Background: an optimization exercise with open tools, aiming at small area. Do not read the settings as production practice.
The RTL was checked by simulation tests, not by an equivalence proof against the original design.
No activity file was given, so power comes from the tool's default toggle rates.

Design MAC, start of the top module:
module MAC
    (
    input                                   clk     ,
    input                                   rst_n   ,
    output                                  MACMUX_Val,
    output reg [4    -1 : 0] MACMUX_Addr,
    output reg[ 32            -1 : 0] MACMUX_Psum,
    input                                   MUXMAC_Rdy,
    output                                  MACMUX_Empty,
    output                                  MACARB_ReqHelp,
    input                                   ARBMAC_Rst,
    input [ 2                       -1 : 0] PEBMAC_WeiCol,
    input [(
(8192*4*16*16/32) <= (1<<0) ? 0 : (8192*4*16*16/32) <= (1<<1) ? 1 :
(8192*4*16*16/32) <= (1<<2) ? 2 : (8192*4*16*16/32) <= (1<<3) ? 3 :
(8192*4*16*16/32) <= (1<<4) ? 4 : (8192*4*16*16/32) <= (1<<5) ? 5 :
(8192*4*16*16/32) <= (1<<6) ? 6 : (8192*4*16*16/32) <= (1<<7) ? 7 :
(8192*4*16*16/32) <= (1<<8) ? 8 : (8192*4*16*16/32) <= (1<<9) ? 9 :
(8192*4*16*16/32) <= (1<<10) ? 10 : (8192*4*16*16/32) <= (1<<11) ? 11 :
(8192*4*16*16/32) <= (1<<12) ? 12 : (8192*4*16*16/32) <= (1<<13) ? 13 :
(8192*4*16*16/32) <= (1<<14) ? 14 : (8192*4*16*16/32) <= (1<<15) ? 15 :
(8192*4*16*16/32) <= (1<<16) ? 16 : (8192*4*16*16/32) <= (1<<17) ? 17 :
(8192*4*16*16/32) <= (1<<18) ? 18 : (8192*4*16*16/32) <= (1<<19) ? 19 :
(8192*4*16*16/32) <= (1<<20) ? 20 : (8192*4*16*16/32) <= (1<<21) ? 21 :
(8192*4*16*16/32) <= (1<<22) ? 22 : (8192*4*16*16/32) <= (1<<23) ? 23 :
(8192*4*16*16/32) <= (1<<24) ? 24 : (8192*4*16*16/32) <= (1<<25) ? 25 :
(8192*4*16*16/32) <= (1<<26) ? 26 : (8192*4*16*16/32) <= (1<<27) ? 27 :
(8192*4*16*16/32) <= (1<<28) ? 28 : (8192*4*16*16/32) <= (1<<29) ? 29 :
(8192*4*16*16/32) <= (1<<30) ? 30 : (8192*4*16*16/32) <= (1<<31) ? 31 : 32)                        -1 : 0] AddrRowFlgAct,
    input [ (
(8192*4*16*16) <= (1<<0) ? 0 : (8192*4*16*16) <= (1<<1) ? 1 :
(8192*4*16*16) <= (1<<2) ? 2 : (8192*4*16*16) <= (1<<3) ? 3 :
(8192*4*16*16) <= (1<<4) ? 4 : (8192*4*16*16) <= (1<<5) ? 5 :
(8192*4*16*16) <= (1<<6) ? 6 : (8192*4*16*16) <= (1<<7) ? 7 :
  ...
export LEC_CHECK = 0
export ABC_AREA = 1
export CAP_MARGIN = 20
export CORE_MARGIN = 2
export CORE_UTILIZATION = 40
export PLACE_DENSITY = 0.6
export SLEW_MARGIN = 20
export SYNTH_HIERARCHICAL = 1
export SYNTH_MINIMUM_KEEP_SIZE = 0
create_clock -name core_clock -period 9.0 [get_ports {clk}]
standard.sh (not shown) runs the stock make flow with config.mk's settings and CLKGATE_MAP_FILE= SYNTH_SCRIPT=/design/flow/synth_recipe.tcl, a recipe that flattens the netlist after the stock synthesis.
==> flow/flow/run.sh <==
#!/bin/bash
# Layout flow: the standard flow (standard.sh), with two changes.
# 1. After the standard synthesis, the combinational logic of the netlist is
#    mapped again by ABC for area (amap). Registers, full and half adders and
#    tie cells are kept as they are (same instances, names and cell types).
#    The new netlist is proven equivalent to the standard one with Yosys
#    (equiv_make / equiv_simple / equiv_induct); if that proof fails the
#    standard netlist is kept.
# 2. Port buffers are buf_1 cells.
# Each tool writes its full output to a log_*.log file in this folder.
set -euo pipefail
export BUFFER_PORTS_ARGS="-buffer_cell sky130_fd_sc_hd__buf_1"
YOSYS=$FLOW_HOME/../tools/install/yosys/bin/yosys
R=orfs/results/$FLOW_PLATFORM/MAC/base
LIB=$FLOW_HOME/platforms/$FLOW_PLATFORM/lib/sky130_fd_sc_hd__tt_025C_1v80.lib

bash standard.sh synth > log_1_standard_synth.log 2>&1
cp $R/1_2_yosys.v flow_standard.v

KEEP=$(grep -o 'sky130_fd_sc_hd__\(fa\|ha\|df\|edf\|sdf\|dl\|conb\)[a-z0-9_]*' flow_standard.v | sort -u | tr '\n' ' ')
DONT=$(grep -o 'cell *( *"\?sky130_fd_sc_hd__\(lpflow\|probe\)[a-z0-9_]*' $LIB | sed 's/.*(\s*"\?//' | sort -u | sed 's/^/-dont_use /' | tr '\n' ' ')
printf 'strash\ndch -f\namap\n' > remap.abc
cat > remap.ys <<EOF
read_liberty -ignore_miss_func $LIB
read_verilog flow_standard.v
hierarchy -top $FLOW_TOP
setattr -mod -set keep_hierarchy 1 $KEEP
flatten
opt_clean
abc -liberty $LIB -script remap.abc $DONT
opt_clean -purge
hilomap -singleton -hicell sky130_fd_sc_hd__conb_1 HI -locell sky130_fd_sc_hd__conb_1 LO
insbuf -buf sky130_fd_sc_hd__buf_1 A X
splitnets
opt_clean -purge
stat -liberty $LIB
write_verilog -noattr -noexpr -nohex -nodec -selected flow_remap_all.v
EOF
$YOSYS -l log_2_remap.log -q -s remap.ys > /dev/null 2>&1
awk -v top="$FLOW_TOP" '$1=="module" && $2 ~ "^"top"[ (]*" {on=1} on {print} on && /^endmodule/ {on=0}' flow_remap_all.v > flow_remap.v

cat > equiv.ys <<EOF
read_liberty -ignore_miss_func $LIB
read_verilog flow_standard.v
rename $FLOW_TOP gold
read_verilog flow_remap.v
rename $FLOW_TOP gate
flatten gold gate
async2sync
opt_clean
equiv_make gold gate equiv
equiv_simple -undef
equiv_induct -undef
equiv_status -assert
EOF
if $YOSYS -l log_3_equiv.log -q -s equiv.ys > /dev/null 2>&1; then
  echo "remapped netlist proven equivalent; using it"
  cp flow_remap.v $R/1_2_yosys.v
else
  echo "equivalence proof failed; keeping the standard netlist"
fi
touch $R/1_2_yosys.v
bash standard.sh synth > log_4_synth_odb.log 2>&1
bash standard.sh finish > log_5_finish.log 2>&1
Rerun with:
==> flow/flow/run.sh (replaced) <==
#!/bin/bash
# Standard layout, with plain buf_1 cells as the port buffers.
set -euo pipefail
export BUFFER_PORTS_ARGS="-buffer_cell sky130_fd_sc_hd__buf_1"
bash standard.sh finish > standard_flow.log 2>&1
Outcome: The new run produced a clean layout; hold slack degrades by 0.015 ns; sequential power falls by about 3%; die area went up by 12%; maximum frequency went up by about 0.65%; power drops by about 0.56%; cell area went up by about 5.6%.
Rerun with:
Settings changed: CTS_BUF_LIST from default to sky130_fd_sc_hd__clkbuf_8.
Non-clock buffer count does not change.
Wire length hardly moves.
Worst hold slack improved by 0.0049 ns.
Power falls by 4.8%.
Synthesized cell count does not change.
Setup slack gets better by 0.038 ns.
Design area came out lower by 1.2%.
Sequential share of layout area went up by 0.35 points.
Synthesized area stays the same.

[what the ideal ports hide]
How much do the figures lean on ideal ports? The routed layouts below were timed once more, with nothing changed but the port constraints.
Step 1 (the two cells are an assumption about what drives the block):
set clk [get_ports {clk}]
set_driving_cell -lib_cell sky130_fd_sc_hd__clkbuf_16 $clk
set_driving_cell -lib_cell sky130_fd_sc_hd__buf_2 [delete_from_list [all_inputs] $clk]
Step 2 times the ports against the registers' clock, not the clock port: input delays grow and output delays shrink by t, the midpoint of the rising clock arrivals with the driver on.
a / b / c = ideal / step 1 / step 2; a / b = the first two.
run	shift t [ns]	setup slack, ns	worst setup path at the end	clock arrival spread, ns
the first run	0.470	0.405 / 0.425 / -0.045	input to register	0.017 / 0.018
the second run	0.495	0.460 / 0.492 / -0.003	input to register	0.012 / 0.012
the third run	0.524	0.498 / 0.526 / 0.001	input to register	0.017 / 0.017
Met with ideal ports but missed after step 2: setup timing in the first run and the second run. For the third run, which loses most, drivers alone change the setup slack by +0.028 ns; drivers and shift together by -0.497 ns.
